This design comes from an exercise in tuning for a short achievable clock period and few clock cycles on the open sky130 flow, not from production work.
The RTL was checked by simulation tests, not by an equivalence proof against the original design.
Power and IR drop assume default switching activity.

[design.v]
module projectCPU2021(
  clk,
  rst,
  wrEn,
  data_fromRAM,
  addr_toRAM,
  data_toRAM
);
input clk, rst;
input wire [15:0] data_fromRAM;
output wire [15:0] data_toRAM;
output wire wrEn;
output wire [12:0] addr_toRAM;
localparam OP_ADD = 3'd0, OP_NAND = 3'd1, OP_SRRL = 3'd2, OP_GE = 3'd3,
           OP_SZ = 3'd4, OP_CP2W = 3'd5, OP_CPFW = 3'd6, OP_JMP = 3'd7;
reg sF0, sAW, sA, sB, sJ1, sJ2, sI1, sI2;
reg [12:0] addr_q;      
reg        sel_q;       
reg        we_q;        
reg        w2;          
reg [12:0] pcf;         
reg [12:0] hpc;         
reg [12:0] hpc1;        
reg [15:0] ir;          
reg        irz;         
reg [ 2:0] xop;         
reg        xv;          
reg        smc;         
reg [15:0] W;
reg [12:0] c2;          
reg        c2v;
wire [15:0] din = data_fromRAM;
assign addr_toRAM = sel_q ? din[12:0] : addr_q;
assign wrEn       = we_q & ~rst;
assign data_toRAM = W;
wire dz   = (din == 16'd0);
wire szA  = sA & xv & (xop == OP_SZ);
wire skip = szA & dz;
wire [3:0] s = din[3:0];
wire hi0 = (din[15:6] == 10'd0);
wire m_shr = hi0 & ~din[5] & ~din[4];
wire m_shl = hi0 & ~din[5] &  din[4];
wire m_ror = hi0 &  din[5] & ~din[4];
wire [31:0] wl = {W, W} << s;
wire [31:0] wr = {W, W} >> s;
wire [15:0] shr  = W >> s;
wire [15:0] shl  = W << s;
wire [15:0] rotr = wr[15:0];
wire [15:0] rotl = wl[31:16];
wire [15:0] sh = m_shr ? shr : m_shl ? shl : m_ror ? rotr : rotl;
function [16:0] padd(input [15:0] a, input [15:0] b, input cin);
  reg [15:0] g, p, gg, pp, g2, p2;
  integer i, d;
  begin
    g = a & b;
    p = a ^ b;
    gg = g; pp = p;
    gg[0] = g[0] | (p[0] & cin);
    for (d = 1; d < 16; d = d * 2) begin
      g2 = gg; p2 = pp;
      for (i = d; i < 16; i = i + 1) begin
        g2[i] = gg[i] | (pp[i] & gg[i-d]);
        p2[i] = pp[i] & pp[i-d];
      end
      gg = g2; pp = p2;
    end
    padd[0] = p[0] ^ cin;
    for (i = 1; i < 16; i = i + 1) padd[i] = p[i] ^ gg[i-1];
    padd[16] = gg[15];
  end
endfunction
wire [16:0] sum  = padd(W, din, 1'b0);
wire [16:0] diff = padd(W, ~din, 1'b1);
wire        wge  = diff[16];
wire        exe = (sA | sJ1) & xv;
reg  [15:0] alu;
reg         wupd;
always @* begin
  wupd = exe;
  case (xop)
    OP_ADD:  alu = sum[15:0];
    OP_NAND: alu = ~(W & din);
    OP_SRRL: alu = sh;
    OP_GE:   alu = {15'd0, wge};
    OP_CP2W: alu = din;
    default: begin alu = W; wupd = 1'b0; end
  endcase
end
wire [12:0] ec2  = w2 ? W[12:0] : c2;
wire        ec2v = w2 | c2v;
wire        dz13 = (din[12:0] == 13'd0);
wire        dwr  = (din[15:13] == OP_CPFW);
wire        djmp = (din[15:13] == OP_JMP);
wire        irwr = (ir[15:13] == OP_CPFW);
wire [ 2:0] xo   = ir[15:13];                      
wire goI_AW = sAW & dz13 & ~c2v;
wire goI_A  = sA & irz & ~c2v;                     
wire goB_AW = sAW & ~(dz13 & ~c2v);
wire goB_A  = sA & ~(irz & ~c2v);
wire bJ2 = sB & (xo == OP_JMP);
wire bF0 = sB & ~bJ2 & smc;
wire bJ1 = sB & ~bJ2 & ~smc & djmp & (xo != OP_SZ) & ~(dz13 & ~ec2v);
wire bA  = sB & ~bJ2 & ~smc & ~bJ1;
wire        ind_sel = sA ? irz : dz13;
wire [12:0] ind_val = sB ? ec2 : c2;
wire [12:0] dir_val = sA ? ir[12:0] : din[12:0];
wire [12:0] aE_n    = ind_sel ? ind_val : dir_val;
wire [12:0] c2or2  = c2v ? c2 : 13'd2;
wire [12:0] eaIR2  = irz ? c2or2 : ir[12:0];
wire [12:0] bpc    = smc ? hpc1 : pcf;
wire [12:0] din1   = din[12:0] + 13'd1;
reg  [12:0] addr_n;
always @* begin
  if (sAW)      addr_n = dz13 ? c2or2 : din[12:0];
  else if (sA)  addr_n = skip ? pcf : eaIR2;
  else if (sB)  addr_n = bJ1 ? (dz13 ? ec2 : din[12:0]) : bpc;
  else if (sJ2) addr_n = din1;
  else          addr_n = pcf;
end
wire smc_dir = (din[12:0] == hpc1);
wire smc_ir  = (ir[12:0] == hpc1);
wire smc_c2  = (c2 == hpc1);
always @(posedge clk) begin
  if (rst) begin
    sF0 <= 1'b1; sAW <= 1'b0; sA <= 1'b0; sB <= 1'b0;
    sJ1 <= 1'b0; sJ2 <= 1'b0; sI1 <= 1'b0; sI2 <= 1'b0;
    addr_q <= 13'd0;
    sel_q  <= 1'b0;
    we_q <= 1'b0;
    w2   <= 1'b0;
    pcf  <= 13'd1;
    hpc  <= 13'd0;
    hpc1 <= 13'd1;
    xv   <= 1'b0;
    smc  <= 1'b0;
    W    <= 16'd0;
    c2v  <= 1'b0;
  end else begin
    sF0 <= bF0;
    sAW <= sF0 | sJ2 | skip;
    sA  <= bA | sI2;
    sB  <= goB_AW | (goB_A & ~skip);
    sJ1 <= bJ1;
    sJ2 <= bJ2 | sJ1;
    sI1 <= goI_AW | (goI_A & ~skip);
    sI2 <= sI1;
    sel_q  <= bJ2 | sJ1;
    addr_q <= addr_n;
    we_q <= (sAW & dwr & ~(dz13 & ~c2v)) | (sA & irwr & ~(irz & ~c2v) & ~skip);
    w2   <= (sAW & dwr & ~(dz13 & ~c2v) | sA & irwr & ~(irz & ~c2v) & ~skip) & (aE_n == 13'd2);
    if (sJ2) begin
      pcf  <= din[12:0] + 13'd2;
      hpc  <= din[12:0];
      hpc1 <= din1;
    end else begin
      if (bF0)
        pcf <= hpc1 + 13'd1;
      else if (sF0 | sB | sI2 | skip)
        pcf <= pcf + 13'd1;
      else if (sI1)
        pcf <= hpc1;
      if (sB | skip) begin
        hpc  <= hpc1;
        hpc1 <= hpc1 + 13'd1;
      end
    end
    if (sAW | sB) begin
      ir  <= din;
      irz <= dz13;
    end
    xop <= xo;
    xv  <= sB;
    if (wupd) W <= alu;
    if (w2) begin c2 <= W[12:0]; c2v <= 1'b1; end
    if (sI2) begin c2 <= din[12:0]; c2v <= 1'b1; end
    smc <= sAW ? (dwr & (dz13 ? smc_c2 : smc_dir)) : (irwr & (irz ? smc_c2 : smc_ir));
  end
end
endmodule
[config.mk]
export PLATFORM = sky130hd
export DESIGN_NAME = projectCPU2021
export DESIGN_NICKNAME = projectCPU2021
export VERILOG_FILES = /design/flow/design.v
export SDC_FILE = /design/flow/constraint.sdc
export NUM_CORES = 4
export LEC_CHECK = 0
export ABC_CLOCK_PERIOD_IN_PS = 2000
export CAP_MARGIN = 20
export CORE_MARGIN = 2
export CORE_UTILIZATION = 40
export SETUP_SLACK_MARGIN = 2.4
export SLEW_MARGIN = 20
[run.sh]
#!/bin/bash
# synth_recipe.tcl (not shown) runs the flow's synth.tcl, then flattens the netlist and writes it again
# the make line also repeats each setting of config.mk as NAME=value (left out here)
make -C /OpenROAD-flow-scripts/flow DESIGN_CONFIG=/design/flow/config.mk WORK_HOME=/design/flow/orfs CLKGATE_MAP_FILE= SYNTH_SCRIPT=/design/flow/synth_recipe.tcl finish
[constraint.sdc]
create_clock -name core_clock -period 4.5 [get_ports {clk}]
set_input_delay 0.9000 -clock core_clock [delete_from_list [all_inputs] [get_ports {clk}]]
set_output_delay 0.9000 -clock core_clock [all_outputs]
set_load 0.01 [all_outputs]
==> results of run 1 <==
-- metal layers --
metal / GRT usage (%) / vias up / routed length (um)
li1: - / 5495 / -
met1: 44.8 / 6119 / 19700
met2: 58.7 / 920 / 23700
met3: 5.95 / 282 / 5220
met4: 21.1 / 0 / 4090
met5: 0 / - / 0
-- synth_stat cells, drive strengths merged, types with 11 or more instances --
cell type	instances	area share (%)
clkbuf	74	2.7
o21ai	81	3.8
nand2	101	3.6
o221ai	12	0.98
nor3	40	2.0
mux4	11	2.3
dfxtp	68	13
xnor2	59	4.8
a21oi	118	5.5
o211ai	14	1.0
nor4	16	1.2
and2	11	0.64
nand2b	11	0.64
buf	48	3.0
edfxtp	33	9.2
xor2	31	2.5
nand3	42	2.1
and3	13	0.76
nand4	23	1.4
ha	38	4.4
a31oi	24	1.5
nor2	135	4.7
mux2	55	5.8
a211oi	34	2.4
mux2i	49	4.6
o22ai	18	1.0
inv	41	1.4
or3	20	1.2
-- timing repair --
item / in CTS / in global routing
hold endpoints to repair: 0 / 0
resized for setup: 416 / 122
cloned: 10 / 4
setup endpoints to repair: 94 / 85
setup buffers: 121 / 42
pin swaps: 69 / 65
-- cell type report --
cell class              count  area (um^2)
diodes                      1         2.50
clock inverters             7         57.6
clock buffers               9          225
flip-flops and latches    101         2410
well taps                 341          427
multi-input cells        1108         9030
inverters                  44          186
repair buffers            278         3110
fillers                  2307        11200
-- worst register-to-register path: stages (launching register included) --
cell      delay (ns)
dfxtp_2         0.59
ha_4            0.24
inv_2           0.07
fa_2            0.36
o21bai_4        0.19
a211oi_4        0.10
o21ai_2         0.23
a31oi_1         0.14
xnor2_1         0.28
a22oi_1         0.14
a22o_1          0.18
-- sequential cells by signal, indices dropped and copies added, names as in the netlist, 3 cells and up --
register,cells
c2,13
pcf,13
ir,16
addr_q,13
xop,3
hpc1,13
W,16
-- report_power, final --
part	switching (mW)	total [mW]	internal, mW	leakage (nW)
registers	0.0680	1.04	0.976	0.881
clock network	0.420	0.805	0.385	0.134
logic	0.423	0.788	0.365	4.77
total	0.911	2.64	1.73	5.79
-- worst paths after layout --
check,startpoint,to,slack (ns),cells past startpoint
hold / removal,sF0$_SDFF_PP1_,sAW$_SDFF_PP0_,0.55,2
setup / recovery,data_fromRAM[1],W[10]$_SDFFE_PP0P_,1.80,10
hold reg to reg,sF0$_SDFF_PP1_,sAW$_SDFF_PP0_,0.55,2
setup reg to reg,W[0]$_SDFFE_PP0P_,W[10]$_SDFFE_PP0P_,1.87,10
-- logic make-up (layout without fill, tap and decap cells) --
kind of cell             Yosys count  after routing  share of synthesized area [%]
other                              0              1                              0
AND/OR/NAND/NOR                  445            445                           20.5
multiplexers                     115            115                           12.6
flip-flops                       101            101                           21.9
adder cells (fa/ha/maj)           39             39                           4.61
XOR/XNOR                          90             90                           7.33
buffers and inverters            166            338                           7.20
AO/OA/AOI/OAI                    418            419                           25.9
==> summary.md, run 1 <==
| Metric | Value |
|---|---|
| DRC viols | `0` |
| Final worst slack | `1.80 ns` |
| GRT Residual Overflow | `0` |
| Layout cells sized above 1 | `38.5%` |
| Routed Antenna Nets | `0` |
| Die area | `0.0282 mm^2` |
| Reg clk slew, reported paths | `0.08 ns` |
| Vias in the first global route | `12.0k` |
| Minimum clock period | `2.70 ns` |
| Clk root buf | `clkbuf_16` |
| Static leakage power | `5.79 nW` |
| H-tree depth | `3` |
| Hold_buf cts | `0` |
| Setup Viol. Count Final | `0` |
| Maximum VDD drop | `203 uV` |
| Die span in y | `168 um` |
| Delay-heaviest family, CP | `compound AO/OA/AOI/OAI gates` |
| Most frequent cells in the layout | `buf_4, nor2_1, nand2_1, a21oi_1, buf_6` |
| Tot Pwr | `2.64 mW` |
| Max_cap viols | `0` |
| Arr. time, crit path | `2.97 ns` |
| Synth warnings | `1` |
| Area growth syn-to-layout | `43.6%` |
| PortBufs | `47` |
| Status | `finished clean` |
| Routed len/inst | `27.9 um` |
| Nets | `1599` |
| Setup WS pre-CTS | `0.423 ns` |
| Worst-skew pair later-pin latency | `0.37 ns` |
| Setup TNS | `0 ns` |
| CTS Buf Count | `9` |
| Initial antenna violation count | `2` |
| Syn_area_per_cell | `7.83 um^2` |
| Seq/Total Area, Yosys | `21.9%` |
| Total GRT Usage | `35.9%` |
| Clock sinks | `101` |
| Clock tree buffer depth | `2` |
| DR vias/cell | `6.78` |
| Crit-path max cell delay | `0.46 ns` |
| Crit Path Category | `input pin to flip-flop` |
| Syn_nets | `1431` |
| Mapped Area | `0.0108 mm^2` |
| Post-synthesis cell count | `1374` |
| Critical path cell sequence | `buf_12 -> clkinvlp_4 -> fa_2 -> o21bai_4 -> a211oi_4 -> o21ai_2 -> a31oi_1 -> xnor2_1 -> a22oi_1 -> a22o_1` |
| PD cells | `171 mW/mm^2` |
| Clk_skew | `0.00765 ns` |
| CORE AREA | `0.0267 mm^2` |
| Critical path required time | `4.77 ns` |
| Peak Freq | `370 MHz` |
| Initial Utilization | `40.4%` |
| First DRT Iteration DRCs | `1833` |
| Fin util | `57.9%` |
| # rows | `60` |
| FF+latch count, synth | `101` |
| Primary FF master, synth | `dfxtp_1` |
| Via count | `12.8k` |
| Most common cell after layout, fill and taps aside | `buf_4` |
| Critical path peak fanout | `5` |
| Distinct cells, synth | `89` |
| CP bufs+invs | `2` |
| Dpl cell area | `0.0119 mm^2` |
| Final Cell Area | `0.0154 mm^2` |
| Hold WS | `0.546 ns` |
| First-pass GRT wire length | `76700 um` |
| Final worst path period share | `60.0%` |
| Hold crit path type | `flip-flop to flip-flop` |
| Placer Congestion | `0.972` |
| DP Cell Count | `1695` |
| Final Instance Count excl. Fillers | `1889` |
| Slew HR | `48.7%` |
| Final Max Tran Viols | `0` |
| Pin count of the biggest net entering global routing | `32` |
| Critical Path End Type | `flip-flop` |
| CP Launch Type | `input pin` |
| I/O Pins | `48` |
| Asr flop ratio synth | `0%` |
| Post-DP HPWL | `33400 um` |
| Routed WL | `52800 um` |
| First-pass iteration count of the detailed router | `6` |
| EDFF count, synth | `33` |
| CP max stage cell | `fa_2` |
| Worst-Margin Slew | `0.769 ns` |
| CTS tree | `done` |
| Die X | `168 um` |
| Fin. Hold Viols | `0` |
| RSZ-0062 raised after global routing | `true` |
Testbench counts, summed over its fixed seeds: cycles 48,718.
==> run 2, diff against run 1 <==
--- a/design.v
+++ b/design.v
@@ -28,4 +28,8 @@
 reg        smc;         
 reg [15:0] W;
+reg [12:0] lwa;         
+reg        lwz;         
+reg        lwv;
+reg        fzq;         
 reg [12:0] c2;          
 reg        c2v;
@@ -37,4 +41,5 @@
 wire szA  = sA & xv & (xop == OP_SZ);
 wire skip = szA & dz;
+wire jskip = sJ1 & xv & (xop == OP_SZ) & dz;
 wire [3:0] s = din[3:0];
 wire hi0 = (din[15:6] == 10'd0);
@@ -100,5 +105,5 @@
 wire bJ2 = sB & (xo == OP_JMP);
 wire bF0 = sB & ~bJ2 & smc;
-wire bJ1 = sB & ~bJ2 & ~smc & djmp & (xo != OP_SZ) & ~(dz13 & ~ec2v);
+wire bJ1 = sB & ~bJ2 & ~smc & djmp & ~(dz13 & ~ec2v);
 wire bA  = sB & ~bJ2 & ~smc & ~bJ1;
 wire        ind_sel = sA ? irz : dz13;
@@ -109,11 +114,17 @@
 wire [12:0] eaIR2  = irz ? c2or2 : ir[12:0];
 wire [12:0] bpc    = smc ? hpc1 : pcf;
+wire        fz     = sA & xv & ~skip & fzq;
+wire [12:0] lwa_n  = we_q ? addr_q : lwa;
+wire        fzq_n  = (din[15:13] == OP_SZ) & (we_q | lwv) & ~(dz13 & ~ec2v) &
+                     (dz13 ? (ec2 == lwa_n) : (din[12:0] == lwa_n));
+wire        refetch = bF0 | jskip;              
 wire [12:0] din1   = din[12:0] + 13'd1;
 reg  [12:0] addr_n;
 always @* begin
   if (sAW)      addr_n = dz13 ? c2or2 : din[12:0];
-  else if (sA)  addr_n = skip ? pcf : eaIR2;
+  else if (sA)  addr_n = (skip | fz) ? pcf : eaIR2;
   else if (sB)  addr_n = bJ1 ? (dz13 ? ec2 : din[12:0]) : bpc;
   else if (sJ2) addr_n = din1;
+  else if (sJ1) addr_n = hpc1;
   else          addr_n = pcf;
 end
@@ -136,17 +147,24 @@
     W    <= 16'd0;
     c2v  <= 1'b0;
+    lwv  <= 1'b0;
   end else begin
-    sF0 <= bF0;
-    sAW <= sF0 | sJ2 | skip;
+    sF0 <= refetch | (fz & lwz);
+    sAW <= sF0 | sJ2 | skip | (fz & ~lwz);
     sA  <= bA | sI2;
-    sB  <= goB_AW | (goB_A & ~skip);
+    sB  <= goB_AW | (goB_A & ~skip & ~fz);
     sJ1 <= bJ1;
-    sJ2 <= bJ2 | sJ1;
-    sI1 <= goI_AW | (goI_A & ~skip);
+    sJ2 <= bJ2 | (sJ1 & ~jskip);
+    sI1 <= goI_AW | (goI_A & ~skip & ~fz);
     sI2 <= sI1;
-    sel_q  <= bJ2 | sJ1;
+    sel_q  <= bJ2 | (sJ1 & ~jskip);
     addr_q <= addr_n;
     we_q <= (sAW & dwr & ~(dz13 & ~c2v)) | (sA & irwr & ~(irz & ~c2v) & ~skip);
     w2   <= (sAW & dwr & ~(dz13 & ~c2v) | sA & irwr & ~(irz & ~c2v) & ~skip) & (aE_n == 13'd2);
+    fzq <= sB & fzq_n;
+    if (we_q) begin
+      lwa <= addr_q;
+      lwz <= (W == 16'd0);
+      lwv <= 1'b1;
+    end
     if (sJ2) begin
       pcf  <= din[12:0] + 13'd2;
@@ -154,11 +172,14 @@
       hpc1 <= din1;
     end else begin
-      if (bF0)
+      if (refetch)
         pcf <= hpc1 + 13'd1;
-      else if (sF0 | sB | sI2 | skip)
+      else if (sF0 | sB | sI2 | skip | fz)
         pcf <= pcf + 13'd1;
       else if (sI1)
         pcf <= hpc1;
-      if (sB | skip) begin
+      if (fz & lwz) begin
+        hpc  <= hpc1 + 13'd1;
+        hpc1 <= hpc1 + 13'd2;
+      end else if (sB | skip | jskip | fz) begin
         hpc  <= hpc1;
         hpc1 <= hpc1 + 13'd1;
==> run 2 against run 1 <==
Net effect:
- critical path type unchanged
- setup slack worse by 0.19 ns
- synthesized area is 15% higher
- sequential cell count increased by 16
- highest routed layer unchanged
- largest power group is now clock
- synthesized cell count increased by 11%
- total power up 42%
- fmax down 6.7%
==> summary.md, run 2 <==
| Metric | Value |
|---|---|
| Status | `finished clean` |
| Clock share of power | `39.2%` |
| DP Cell Count | `1883` |
| Fin util | `61.2%` |
| Arr. time, crit path | `3.16 ns` |
| CTS tree | `done` |
| CP Launch Type | `input pin` |
| Setup WS pre-CTS | `0.363 ns` |
| Fin. Hold Viols | `0` |
| Clk root buf | `clkbuf_16` |
| Critical path peak fanout | `6` |
| PD cells | `200 mW/mm^2` |
| Clk_skew | `0.0102 ns` |
| First DRT Iteration DRCs | `2756` |
| Dpl cell area | `0.0137 mm^2` |
| Final worst slack | `1.60 ns` |
| EDFF count, synth | `48` |
| Flop-to-flop setup slack | `1.75 ns` |
| Largest registers | `W (16), ir (16)` |
| # rows | `64` |
| Die X | `180 um` |
| Most frequent cells in the layout | `buf_4, nor2_1, nand2_1, a21oi_1, buf_6` |
| Nets | `1822` |
| Hold Crit Start | `lwv$_SDFFE_PP0P_` |
| Count leader, synth | `nor2_1` |
| PortBufs | `47` |
| Max_cap viols | `0` |
| Reg-to-Reg End | `W[12]$_SDFFE_PP0P_` |
| Initial antenna violation count | `0` |
| Clock tree buffer depth | `2` |
| FF+latch count, synth | `117` |
| Distinct cells, synth | `89` |
| Share of Yosys cell area claimed by the top area cell type | `11.6%` |
| Combinational family with the most area after synthesis | `compound AO/OA/AOI/OAI gates` |
| I/O Pins | `48` |
| Comb power frac | `27.6%` |
| Compound-cell area share of the yosys netlist | `24.0%` |
| Worst Hold End | `lwv$_SDFFE_PP0P_` |
| Initial Utilization | `40.6%` |
| Top cell types by occurrence after synthesis | `nor2_1, a21oi_1, nand2_1` |
| Critical path required time | `4.77 ns` |
| Critical Path End Type | `flip-flop` |
| Most common cell after layout, fill and taps aside | `buf_4` |
| First-pass iteration count of the detailed router | `8` |
| Xor/xnor share of the synthesized area | `6.51%` |
| DRC viols | `0` |
| Hold crit path type | `flip-flop to flip-flop` |
| P_sw | `1.29 mW` |
| Setup Viol. Count Final | `0` |
| H-tree depth | `4` |
| Synth warnings | `1` |
| Mux share of post-synthesis cell area | `16.2%` |
| Synth top area cells | `edfxtp_1, dfxtp_1, mux4_2` |
| Reg clk slew, reported paths | `0.07 ns` |
| Switching part of the total | `34.6%` |
| Critical path cell sequence | `buf_8 -> nor4_4 -> buf_4 -> and4_4 -> buf_12 -> buf_4 -> nand2_8 -> inv_8 -> a21oi_4 -> xor2_1 -> or4b_4 -> nor4b_2` |
| Static leakage power | `7.00 nW` |
| Area growth syn-to-layout | `50.7%` |
| Clock sinks | `117` |
| Post-DP HPWL | `41300 um` |
| Mapped Area | `0.0124 mm^2` |
| Post-synthesis cell count | `1529` |
| Total GRT Usage | `40.7%` |
| Routed Antenna Nets | `0` |
| Post-synthesis adder-cell area fraction | `4.10%` |
| Primary FF master, synth | `dfxtp_1` |
| R2r startpoint | `sJ1$_SDFF_PP0_` |
| CP max stage cell | `or4b_4` |
| Seq/Total Area, Yosys | `22.8%` |
| Worst-Margin Slew | `0.772 ns` |
| Hold WS | `0.475 ns` |
| Sequential power share | `33.2%` |
| Routed WL | `68600 um` |
| Worst hold path cell count | `2` |
| Die span in y | `180 um` |
| Final Instance Count excl. Fillers | `2174` |
| Maximum VDD drop | `268 uV` |
| Syn_area_per_cell | `8.10 um^2` |
| Placer Congestion | `1.02` |
| Minimum clock period | `2.90 ns` |
| Tot Pwr | `3.73 mW` |
| Routed len/inst | `31.6 um` |
| Layout cells sized above 1 | `42.5%` |
| Final worst path period share | `64.4%` |
| Reg2reg path depth | `7` |
| Die area | `0.0324 mm^2` |
| Leading area contributor after synthesis | `edfxtp_1` |
| Worst path most repeated cell | `buf_4` |
| Synth Area in Simple Gates | `19.8%` |
| Final Max Tran Viols | `0` |
| Final Cell Area | `0.0187 mm^2` |
| GRT Residual Overflow | `0` |
| Vias in the first global route | `14.4k` |
| Crit-path max cell delay | `0.48 ns` |
| CORE AREA | `0.0305 mm^2` |
| DR vias/cell | `7.07` |
| Slew HR | `48.4%` |
| Setup TNS | `0 ns` |
| RSZ-0062 raised after global routing | `true` |
| Worst-skew pair later-pin latency | `0.44 ns` |
| Asr flop ratio synth | `0%` |
| Syn_nets | `1587` |
| Internal power | `2.44 mW` |
| First-pass GRT wire length | `98200 um` |
| Peak Freq | `345 MHz` |
| Crit Path Category | `input pin to flip-flop` |
| Pin count of the biggest net entering global routing | `48` |
| Via count | `15.4k` |
| CTS Buf Count | `17` |
| Hold_buf cts | `0` |
## run 2: layout make-up
class | instances | area [um^2]
tap | 396 | 495
multi-input combinational | 1216 | 10500
sequential | 117 | 2890
timing repair buffer | 362 | 3890
clock buffer | 17 | 425
fill | 2517 | 11900
antenna | 1 | 2.50
inverter | 49 | 292
clock inverter | 15 | 181
timing repair inverter | 1 | 16.3
## run 2: routing by layer
| layer | GRT usage [%] | vias up | wire [um] |
|---|---|---|---|
| met5 | 0 | - | 0 |
| met4 | 24.9 | 0 | 5300 |
| met3 | 13.1 | 340 | 9940 |
| met2 | 59.9 | 1420 | 28600 |
| met1 | 51.8 | 7326 | 24800 |
| li1 | - | 6275 | - |
## run 2: cell families (layout without fill, tap and decap cells)
family | Yosys count | after routing
AOI/OAI and AO/OA | 437 | 440
xor gates and xnor gates | 92 | 92
adders and majority gates | 40 | 40
buffers and inverters | 201 | 444
DFF | 117 | 117
muxes | 150 | 150
other | 0 | 1
and+or+nand+nor | 492 | 494
## run 2: worst max path at each step
stage,cells past startpoint,end,start
floorplan,12,W[12]$_SDFFE_PP0P_,data_fromRAM[2]
global placement,8,W[8]$_SDFFE_PP0P_,data_fromRAM[6]
detailed placement,8,W[8]$_SDFFE_PP0P_,data_fromRAM[6]
CTS,11,W[12]$_SDFFE_PP0P_,data_fromRAM[0]
global route,12,fzq$_DFFE_PN_,data_fromRAM[10]
finish,12,fzq$_DFFE_PN_,data_fromRAM[10]
## run 2: critical path, delay by kind of cell
family                 cells  cell delay (ns)
AO/OA/AOI/OAI              1             0.06
XOR/XNOR                   1             0.16
buffers and inverters      5             0.63
AND/OR/NAND/NOR            5             1.40
## run 2: repair_timing
item / 4_1_cts / 5_1_grt
gates resized for setup: 525 / 122
pin swaps: 140 / 102
cloned: 14 / 1
setup buffers: 185 / 58
setup endpoints to repair: 97 / 88
## run 2: power by group through the flow
stage	Sequential, mW	Combinational [mW]	Clock, mW
2_1_floorplan	1.21	0.536	0
3_3_place_gp	1.27	0.700	0
3_5_place_dp	1.27	0.702	0
4_1_cts	1.23	0.924	1.47
5_1_grt	1.24	1.06	1.51
6_report	1.24	1.03	1.46
Testbench counts of run 2, summed over its fixed seeds: cycles 46,988.
==> run 3, diff against run 2 <==
--- a/design.v
+++ b/design.v
@@ -132,4 +132,28 @@
 wire smc_ir  = (ir[12:0] == hpc1);
 wire smc_c2  = (c2 == hpc1);
+wire [12:0] pcfp   = pcf + 13'd1;
+wire [12:0] hpc1p  = hpc1 + 13'd1;
+wire [12:0] hpc1pp = hpc1 + 13'd2;
+wire [12:0] din2   = {din[12:1] + 12'd1, din[0]};
+wire        ainc   = skip | fz;
+wire        fzs    = fz & lwz;
+wire [12:0] pcf_n  = ({13{sF0 | sI2}} & pcfp) |
+                     ({13{sAW}}       & pcf) |
+                     ({13{sA}}        & (ainc ? pcfp : pcf)) |
+                     ({13{sB}}        & (bF0 ? hpc1p : pcfp)) |
+                     ({13{sJ1}}       & (jskip ? hpc1p : pcf)) |
+                     ({13{sJ2}}       & din2) |
+                     ({13{sI1}}       & hpc1);
+wire        hold   = sF0 | sAW | sI1 | sI2;
+wire [12:0] hpc_n  = ({13{hold}} & hpc) |
+                     ({13{sA}}   & (fzs ? hpc1p : ainc ? hpc1 : hpc)) |
+                     ({13{sB}}   & hpc1) |
+                     ({13{sJ1}}  & (jskip ? hpc1 : hpc)) |
+                     ({13{sJ2}}  & din[12:0]);
+wire [12:0] hpc1_n = ({13{hold}} & hpc1) |
+                     ({13{sA}}   & (fzs ? hpc1pp : ainc ? hpc1p : hpc1)) |
+                     ({13{sB}}   & hpc1p) |
+                     ({13{sJ1}}  & (jskip ? hpc1p : hpc1)) |
+                     ({13{sJ2}}  & din1);
 always @(posedge clk) begin
   if (rst) begin
@@ -167,23 +191,7 @@
       lwv <= 1'b1;
     end
-    if (sJ2) begin
-      pcf  <= din[12:0] + 13'd2;
-      hpc  <= din[12:0];
-      hpc1 <= din1;
-    end else begin
-      if (refetch)
-        pcf <= hpc1 + 13'd1;
-      else if (sF0 | sB | sI2 | skip | fz)
-        pcf <= pcf + 13'd1;
-      else if (sI1)
-        pcf <= hpc1;
-      if (fz & lwz) begin
-        hpc  <= hpc1 + 13'd1;
-        hpc1 <= hpc1 + 13'd2;
-      end else if (sB | skip | jskip | fz) begin
-        hpc  <= hpc1;
-        hpc1 <= hpc1 + 13'd1;
-      end
-    end
+    pcf  <= pcf_n;
+    hpc  <= hpc_n;
+    hpc1 <= hpc1_n;
     if (sAW | sB) begin
       ir  <= din;
==> run 3 against run 2 <==
Net effect:
- first-iteration DRC count shrank 13%
- worst hold slack improved by 0.0064 ns
- non-clock buffer count is 84 lower
- synthesized cell count increased by 3.2%
- count of clock-buffer cells in the layout unchanged
- setup slack got worse by 0.12 ns
- sequential share of layout area up 1.4 points
- cell area decreased by 8.7%
- total power is 8.3% lower
==> summary.md, run 3 <==
| Metric | Value |
|---|---|
| Routed len/inst | `30.9 um` |
| Final worst path period share | `67.0%` |
| Minimum clock period | `3.01 ns` |
| DRC viols | `0` |
| Top cell types by occurrence after synthesis | `nor2_1, nand2_1, a21oi_1` |
| First DRT Iteration DRCs | `2385` |
| Synth warnings | `1` |
| Final worst slack | `1.49 ns` |
| DR vias/cell | `7.01` |
| Pin count of the biggest net entering global routing | `56` |
| Total GRT Usage | `39.2%` |
| Die span in y | `180 um` |
| Placer Congestion | `0.989` |
| Hold crit path type | `flip-flop to flip-flop` |
| Delay-heaviest family, CP | `simple AND/OR/NAND/NOR gates` |
| Reg clk slew, reported paths | `0.07 ns` |
| Mapped Area | `0.0124 mm^2` |
| Crit Path Category | `input pin to flip-flop` |
| First-pass GRT wire length | `94800 um` |
| Largest registers | `W (16), ir (16)` |
| Critical path cell sequence | `buf_8 -> or4_4 -> or4_4 -> buf_6 -> buf_8 -> nor2_4 -> buf_6 -> nand2_1 -> o2111ai_2 -> a31oi_2 -> o31ai_1` |
| CP bufs+invs | `4` |
| CORE AREA | `0.0305 mm^2` |
| R2r startpoint | `W[6]$_SDFFE_PP0P_` |
| Maximum VDD drop | `319 uV` |
| CP max stage cell | `or4_4` |
| # rows | `64` |
| Arr. time, crit path | `3.36 ns` |
| FF+latch count, synth | `117` |
| GRT Residual Overflow | `0` |
| CP Launch Type | `input pin` |
| Most common cell after layout, fill and taps aside | `nor2_1` |
| Grt met1 use | `52.9%` |
| Vias in the first global route | `13.8k` |
| PortBufs | `47` |
| Nets | `1782` |
| Met2 global-route usage | `56.0%` |
| Most frequent cells in the layout | `nor2_1, buf_4, nand2_1, a21oi_1, buf_6` |
| Final Max Tran Viols | `0` |
| Initial antenna violation count | `4` |
| Clk_skew | `0.0202 ns` |
| Count leader, synth | `nor2_1` |
| EDFF count, synth | `48` |
| I/O Pins | `48` |
| Busiest grt layer | `met2` |
| Max_cap viols | `0` |
| Area of the multi-input gates | `0.00995 mm^2` |
| Critical path required time | `4.84 ns` |
| Critical Path Source | `data_fromRAM[12]` |
| Peak Freq | `332 MHz` |
| CTS tree | `done` |
| Crit-path max cell delay | `0.56 ns` |
| Setup TNS | `0 ns` |
| Via count | `15.0k` |
| Setup Viol. Count Final | `0` |
| Clk root buf | `clkbuf_16` |
| Critical Path End Type | `flip-flop` |
| Worst-Margin Slew | `1.03 ns` |
| Share of Yosys cell area claimed by the top area cell type | `11.7%` |
| Post-synthesis cell count | `1578` |
| First-pass iteration count of the detailed router | `9` |
| Routed Antenna Nets | `0` |
| Slew HR | `30.4%` |
| Register area | `0.00288 mm^2` |
| Fin. Hold Viols | `0` |
| Worst-skew pair later-pin latency | `0.44 ns` |
| Leading area contributor after synthesis | `edfxtp_1` |
| Distinct cells, synth | `77` |
| Primary FF master, synth | `dfxtp_1` |
| Setup WS pre-CTS | `0.316 ns` |
| Synth top area cells | `edfxtp_1, dfxtp_1, xnor2_1` |
| Met3 global-route usage | `12.3%` |
| Clock sinks | `117` |
| Area growth syn-to-layout | `37.7%` |
| Hold_buf cts | `0` |
| Clock tree buffer depth | `2` |
| Initial Utilization | `40.5%` |
| Post-DP HPWL | `42100 um` |
| CTS Buf Count | `17` |
| Asr flop ratio synth | `0%` |
| Fill cells | `2724` |
| Syn_area_per_cell | `7.84 um^2` |
| Routed WL | `66000 um` |
| Critical path peak fanout | `6` |
| Die X | `180 um` |
| Syn_nets | `1636` |
| Static leakage power | `6.33 nW` |
| Layout cells sized above 1 | `34.0%` |
| H-tree depth | `4` |
| Hold Crit Start | `lwv$_SDFFE_PP0P_` |
| Status | `finished clean` |
| Die area | `0.0323 mm^2` |
| PD cells | `201 mW/mm^2` |
| RSZ-0062 raised after global routing | `true` |
| Flop-to-flop setup slack | `1.54 ns` |
| Seq/Total Area, Yosys | `22.8%` |
## run 3: cell count changes in the layout (fill, tap and decap cells not counted), moves of 13 or more
cell	change
a21oi_1	+18
a222oi_1	+13
buf_12	-24
buf_4	-75
nand2_1	+15
nor2_1	+25
o211ai_1	+16
o21ai_0	+18
xnor2_1	+13
xor2_1	+13
## run 3: cell families (layout without fill, tap and decap cells)
kind of cell / Yosys count / count (layout) / share of synthesized area [%]
adder cells (fa/ha/maj): 40 / 40 / 4.11
AND/OR/NAND/NOR: 496 / 497 / 18.9
multiplexers: 134 / 134 / 14.5
flip-flops: 117 / 117 / 22.8
buffers and inverters: 198 / 355 / 6.13
AO/OA/AOI/OAI: 475 / 476 / 25.2
XOR/XNOR: 118 / 118 / 8.36
other: 0 / 1 / 0
## run 3: cell type report
type | count | area share, %
Sequential cell | 117 | 16.9
Timing Repair Buffer | 278 | 17.1
Tap cell | 396 | 2.91
Clock buffer | 17 | 2.50
Inverter | 45 | 1.16
Multi-Input combinational cell | 1265 | 58.4
Clock inverter | 15 | 0.933
Antenna cell | 1 | 0.0147
## run 3: metal layers
| metal | share of wire, % | vias up |
|---|---|---|
| met2 | 41 | 1357 |
| li1 | - | 6195 |
| met1 | 38 | 7108 |
| met5 | 0.064 | - |
| met4 | 6.9 | 6 |
| met3 | 15 | 297 |
## run 3: worst register-to-register path, stage by stage (launching register included)
cell	delay, ns
dfxtp_2	0.67
ha_1	0.38
nor2b_1	0.18
or4_4	0.50
o21ai_4	0.19
o21ai_1	0.11
xnor2_1	0.16
a221oi_2	0.54
a21oi_2	0.11
## run 3: what timing repair did
action / 4_1_cts / 5_1_grt
endpoints found under the setup margin: 123 / 106
resized for setup: 400 / 117
cloned: 9 / 0
setup buffers: 126 / 22
pin swaps: 77 / 70
endpoints found under the hold margin: 0 / 0
## run 3: stage by stage
| step | instance area (um^2) | power [mW] | utilization, % | std cells | hold WS [ns] |
|---|---|---|---|---|---|
| 6_report | 17000 | 3.42 | 55.8 | 2134 | 0.481 |
| 2_1_floorplan | 13200 | 1.62 | - | 1578 | 0.427 |
| 3_3_place_gp | 13600 | 1.82 | 44.7 | 1944 | 0.451 |
| 5_1_grt | 17000 | 3.49 | 55.8 | 2134 | 0.520 |
| 4_1_cts | 16400 | 3.34 | 53.8 | 2111 | 0.483 |
| 3_5_place_dp | 13600 | 1.82 | 44.7 | 1944 | 0.457 |
## run 3: report_power, final
part / internal, mW / total (mW) / leakage (nW) / switching, mW
logic: 0.321 / 0.774 / 5.01 / 0.453
clock network: 0.787 / 1.44 / 0.280 / 0.652
registers: 1.14 / 1.21 / 1.04 / 0.0680
total: 2.25 / 3.42 / 6.33 / 1.17
## run 3: worst paths after layout
kind / end / cells past startpoint
max: W[12]$_SDFFE_PP0P_ / 11
max reg2reg: W[11]$_SDFFE_PP0P_ / 8
min: lwv$_SDFFE_PP0P_ / 2
min reg2reg: lwv$_SDFFE_PP0P_ / 2
Testbench counts of run 3, summed over its fixed seeds: cycles 46,988.
==> run 4, diff against run 3 <==
--- a/design.v
+++ b/design.v
@@ -54,42 +54,12 @@
 wire [15:0] rotl = wl[31:16];
 wire [15:0] sh = m_shr ? shr : m_shl ? shl : m_ror ? rotr : rotl;
-function [16:0] padd(input [15:0] a, input [15:0] b, input cin);
-  reg [15:0] g, p, gg, pp, g2, p2;
-  integer i, d;
-  begin
-    g = a & b;
-    p = a ^ b;
-    gg = g; pp = p;
-    gg[0] = g[0] | (p[0] & cin);
-    for (d = 1; d < 16; d = d * 2) begin
-      g2 = gg; p2 = pp;
-      for (i = d; i < 16; i = i + 1) begin
-        g2[i] = gg[i] | (pp[i] & gg[i-d]);
-        p2[i] = pp[i] & pp[i-d];
-      end
-      gg = g2; pp = p2;
-    end
-    padd[0] = p[0] ^ cin;
-    for (i = 1; i < 16; i = i + 1) padd[i] = p[i] ^ gg[i-1];
-    padd[16] = gg[15];
-  end
-endfunction
-wire [16:0] sum  = padd(W, din, 1'b0);
-wire [16:0] diff = padd(W, ~din, 1'b1);
-wire        wge  = diff[16];
+wire [15:0] sum = W + din;
+wire        wge = (W >= din);
 wire        exe = (sA | sJ1) & xv;
-reg  [15:0] alu;
-reg         wupd;
-always @* begin
-  wupd = exe;
-  case (xop)
-    OP_ADD:  alu = sum[15:0];
-    OP_NAND: alu = ~(W & din);
-    OP_SRRL: alu = sh;
-    OP_GE:   alu = {15'd0, wge};
-    OP_CP2W: alu = din;
-    default: begin alu = W; wupd = 1'b0; end
-  endcase
-end
+reg  [ 4:0] xo5;
+wire        wupd = exe & (|xo5);
+wire [15:0] alu  = ({16{xo5[0]}} & sum) | ({16{xo5[1]}} & ~(W & din)) |
+                   ({16{xo5[2]}} & sh)  | ({16{xo5[3]}} & {15'd0, wge}) |
+                   ({16{xo5[4]}} & din);
 wire [12:0] ec2  = w2 ? W[12:0] : c2;
 wire        ec2v = w2 | c2v;
@@ -116,6 +86,6 @@
 wire        fz     = sA & xv & ~skip & fzq;
 wire [12:0] lwa_n  = we_q ? addr_q : lwa;
-wire        fzq_n  = (din[15:13] == OP_SZ) & (we_q | lwv) & ~(dz13 & ~ec2v) &
-                     (dz13 ? (ec2 == lwa_n) : (din[12:0] == lwa_n));
+wire        fzq_n  = (din[15:13] == OP_SZ) & (we_q | lwv) & (lwa_n != 13'd0) &
+                     (din[12:0] == lwa_n);
 wire        refetch = bF0 | jskip;              
 wire [12:0] din1   = din[12:0] + 13'd1;
@@ -129,7 +99,7 @@
   else          addr_n = pcf;
 end
-wire smc_dir = (din[12:0] == hpc1);
-wire smc_ir  = (ir[12:0] == hpc1);
-wire smc_c2  = (c2 == hpc1);
+wire smc_dir = (din[12:0] == addr_q);
+wire smc_ir  = (ir[12:0] == addr_q);
+wire smc_c2  = (c2 == addr_q);
 wire [12:0] pcfp   = pcf + 13'd1;
 wire [12:0] hpc1p  = hpc1 + 13'd1;
@@ -199,4 +169,5 @@
     end
     xop <= xo;
+    xo5 <= {xo == OP_CP2W, xo == OP_GE, xo == OP_SRRL, xo == OP_NAND, xo == OP_ADD};
     xv  <= sB;
     if (wupd) W <= alu;
==> run 4 against run 3 <==
Net effect:
- worst hold slack got worse by 0.014 ns
- routed wire length down 5.5%
- non-clock buffer count grew 54
- register-to-register slack improved by 0.35 ns
- first-iteration DRC count down 0.29%
- synthesized area is 0.84% higher
- cell area grew 6.4%
- combinational power increased by about 10%
- largest cell class unchanged
==> summary.md, run 4 <==
| Metric | Value |
|---|---|
| Largest registers | `W (16), ir (16)` |
| Status | `finished clean` |
| Reg2reg path depth | `9` |
| Die span in y | `181 um` |
| Most frequent cells in the layout | `buf_4, nor2_1, nand2_1, buf_6, a21oi_1` |
| Placer Congestion | `1.01` |
| RSZ-0062 raised after global routing | `true` |
| CTS Buf Count | `17` |
| First DRT Iteration DRCs | `2378` |
| Xor/xnor share of the synthesized area | `7.31%` |
| EDFF count, synth | `53` |
| FF+latch count, synth | `122` |
| Syn_nets | `1616` |
| GRT Residual Overflow | `0` |
| Initial Utilization | `40.7%` |
| Nets | `1821` |
| Compound-cell area share of the yosys netlist | `26.0%` |
| DP Cell Count | `1906` |
| First-pass GRT wire length | `90000 um` |
| Initial antenna violation count | `0` |
| Worst-skew pair later-pin latency | `0.45 ns` |
| Fin util | `59.1%` |
| Arr. time, crit path | `3.22 ns` |
| Critical path peak fanout | `3` |
| Area growth syn-to-layout | `45.3%` |
| Final Instance Count excl. Fillers | `2172` |
| Fin. Hold Viols | `0` |
| Static leakage power | `6.86 nW` |
| Leading area contributor after synthesis | `edfxtp_1` |
| CTS tree | `done` |
| Antenna diode count | `0` |
| Die X | `181 um` |
| DRC viols | `0` |
| Vias in the first global route | `14.1k` |
| Synth warnings | `1` |
| Hold WS | `0.467 ns` |
| Distinct cells, synth | `81` |
| Via count | `15.2k` |
| Die area | `0.0326 mm^2` |
| DR vias/cell | `6.99` |
| Routed len/inst | `28.7 um` |
| CP max stage cell | `fa_2` |
| # rows | `64` |
| Worst Hold End | `lwv$_SDFFE_PP0P_` |
| Met2 WL | `26500 um` |
| Mux share of post-synthesis cell area | `13.5%` |
| Hold crit path type | `flip-flop to flip-flop` |
| Clock tree buffer depth | `2` |
| Primary FF master, synth | `dfxtp_1` |
| R2r startpoint | `W[0]$_SDFFE_PP0P_` |
| DR WL met3 | `8250 um` |
| Share of Yosys cell area claimed by the top area cell type | `12.8%` |
| Clock sinks | `122` |
| Synth top area cells | `edfxtp_1, dfxtp_1, mux2_2` |
| Max_cap viols | `0` |
| Met1 WL | `23600 um` |
| Crit-path max cell delay | `0.36 ns` |
| Critical Path End Type | `flip-flop` |
| Worst hold path cell count | `2` |
| Post-synthesis adder-cell area fraction | `4.07%` |
| PD cells | `196 mW/mm^2` |
| Crit Path Category | `input pin to flip-flop` |
| Post-synthesis cell count | `1558` |
| H-tree depth | `4` |
| Routed Antenna Nets | `0` |
| Flop-to-flop setup slack | `1.89 ns` |
| Most common cell after layout, fill and taps aside | `buf_4` |
| Layout cells sized above 1 | `36.7%` |
| Routed WL | `62300 um` |
| Hold Crit Start | `lwv$_SDFFE_PP0P_` |
| Total GRT Usage | `36.3%` |
| First-pass iteration count of the detailed router | `8` |
| Slew HR | `40.4%` |
| Max Used Layer | `met4` |
| Count leader, synth | `nor2_1` |
| Hold_buf cts | `0` |
| Setup TNS | `0 ns` |
| Syn_area_per_cell | `8.00 um^2` |
| Pin count of the biggest net entering global routing | `60` |
| Reg-to-Reg End | `W[14]$_SDFFE_PP0P_` |
| Critical path cell sequence | `buf_12 -> ha_4 -> fa_2 -> nor2b_4 -> o311a_1 -> o41ai_4 -> o41ai_2 -> a311oi_1 -> mux2i_1 -> o221a_2` |
| Asr flop ratio synth | `0%` |
| Final Max Tran Viols | `0` |
| Clk_skew | `0.0290 ns` |
| Synth Area in Simple Gates | `18.9%` |
| CORE AREA | `0.0307 mm^2` |
| Combinational family with the most area after synthesis | `compound AO/OA/AOI/OAI gates` |
| Critical path required time | `4.88 ns` |
| Delay-heaviest family, CP | `compound AO/OA/AOI/OAI gates` |
| I/O Pins | `48` |
| Peak Freq | `352 MHz` |
| PortBufs | `47` |
| Minimum clock period | `2.84 ns` |
| Final worst path period share | `63.2%` |
| Seq/Total Area, Yosys | `23.8%` |
| Clk root buf | `clkbuf_16` |
| Setup Viol. Count Final | `0` |
| Reg clk slew, reported paths | `0.07 ns` |
| Mapped Area | `0.0125 mm^2` |
| Maximum VDD drop | `261 uV` |
| Post-DP HPWL | `39400 um` |
| CP bufs+invs | `1` |
| CP Launch Type | `input pin` |
| Worst-Margin Slew | `0.893 ns` |
| Top cell types by occurrence after synthesis | `nor2_1, clkbuf_1, nand2_1` |
-- run 4: worst max-delay path by stage --
stage                         end  cells past startpoint        startpoint  slack, ns
3_3_place_gp        fzq$_DFFE_PN_                      6   data_fromRAM[9]       0.58
6_report       W[14]$_SDFFE_PP0P_                     10   data_fromRAM[0]       1.66
3_5_place_dp    W[4]$_SDFFE_PP0P_                      8   data_fromRAM[8]       0.58
2_1_floorplan  W[14]$_SDFFE_PP0P_                     12   data_fromRAM[2]       1.24
4_1_cts        W[11]$_SDFFE_PP0P_                      7  data_fromRAM[10]       1.69
5_1_grt        W[14]$_SDFFE_PP0P_                     10   data_fromRAM[0]       1.60
-- run 4: cell families after synthesis --
logic type	after synthesis
simple gates	478
compound gates	475
buf+inv	203
mux	136
flops	122
xor+xnor	104
fa+ha+maj	40
-- run 4: stage by stage --
step / setup slack [ns] / power (mW) / instance area [um^2]
after floorplan: 1.24 / 1.72 / 13500
after global placement: 0.580 / 1.90 / 13700
after detailed placement: 0.580 / 1.90 / 13700
after CTS: 1.69 / 3.45 / 17100
after global routing: 1.60 / 3.62 / 18100
final: 1.66 / 3.54 / 18100
-- run 4: what timing repair did --
action,in CTS,in global routing
buffers inserted,159,64
pin swaps,90,73
hold endpoints to repair,0,0
endpoints found under the setup margin,132,89
resized for setup,459,126
cloned,9,2
-- run 4: area by class of cell --
class / count / area, um^2
Timing Repair Buffer: 332 / 3680
Timing Repair inverter: 1 / 16.3
Multi-Input combinational cell: 1234 / 10100
Tap cell: 396 / 495
Clock buffer: 21 / 462
Sequential cell: 122 / 3020
Fill cell: 2589 / 12500
Clock inverter: 11 / 120
Inverter: 55 / 255
-- run 4: routing by layer --
layer | GRT usage (%) | vias up
met2 | 54.6 | 1272
met1 | 47.1 | 7296
met4 | 19.2 | 0
met3 | 10.5 | 321
li1 | - | 6304
met5 | 0 | -
-- run 4: worst reg2reg max path, delay by kind of cell, from the launching register on --
kind                     cells  cell delay [ns]
AND/OR/NAND/NOR              1             0.14
multiplexers                 1             0.23
AO/OA/AOI/OAI                5             1.31
adder cells (fa/ha/maj)      2             0.53
flip-flops                   1             0.34
-- run 4: power by group --
group	total [mW]	leakage (nW)	switching [mW]	internal, mW
clock	1.42	0.268	0.576	0.846
sequential	1.27	1.09	0.0712	1.20
combinational	0.853	5.51	0.477	0.376
Testbench counts of run 4, summed over its fixed seeds: cycles 46,988.

port drivers added, routing unchanged:
Ports are ideal in the flow. The routed layouts listed here were re-timed in OpenROAD.
Step 1 assumes that a clkbuf_16 drives the clock port and a buf_2 every other input.
Step 2 times the ports against the registers' clock, not the clock port: input delays grow and output delays shrink by t, the midpoint of the rising clock arrivals with the driver on.
a / b / c = ideal ports / drivers / drivers and shift; a / b = the first two.
| run | t (ns) | setup slack, ns | hold WS [ns] | latest minus earliest clock arrival (ns) | cell pins on the clock port's net |
|---|---|---|---|---|---|
| run 1 | 0.416 | 1.798 / 1.757 / 1.341 | 0.546 / 0.546 / 0.546 | 0.007 / 0.008 | 1 |
| run 2 | 0.483 | 1.604 / 1.575 / 1.092 | 0.475 / 0.475 / 0.475 | 0.010 / 0.010 | 1 |
| run 3 | 0.482 | 1.485 / 1.495 / 1.013 | 0.481 / 0.481 / 0.481 | 0.021 / 0.021 | 1 |
| run 4 | 0.495 | 1.657 / 1.666 / 1.171 | 0.467 / 0.467 / 0.467 | 0.030 / 0.030 | 1 |
After both steps every run listed still meets setup and hold. For run 2, which loses most, drivers alone change the setup slack by -0.029 ns; drivers and shift together by -0.512 ns.
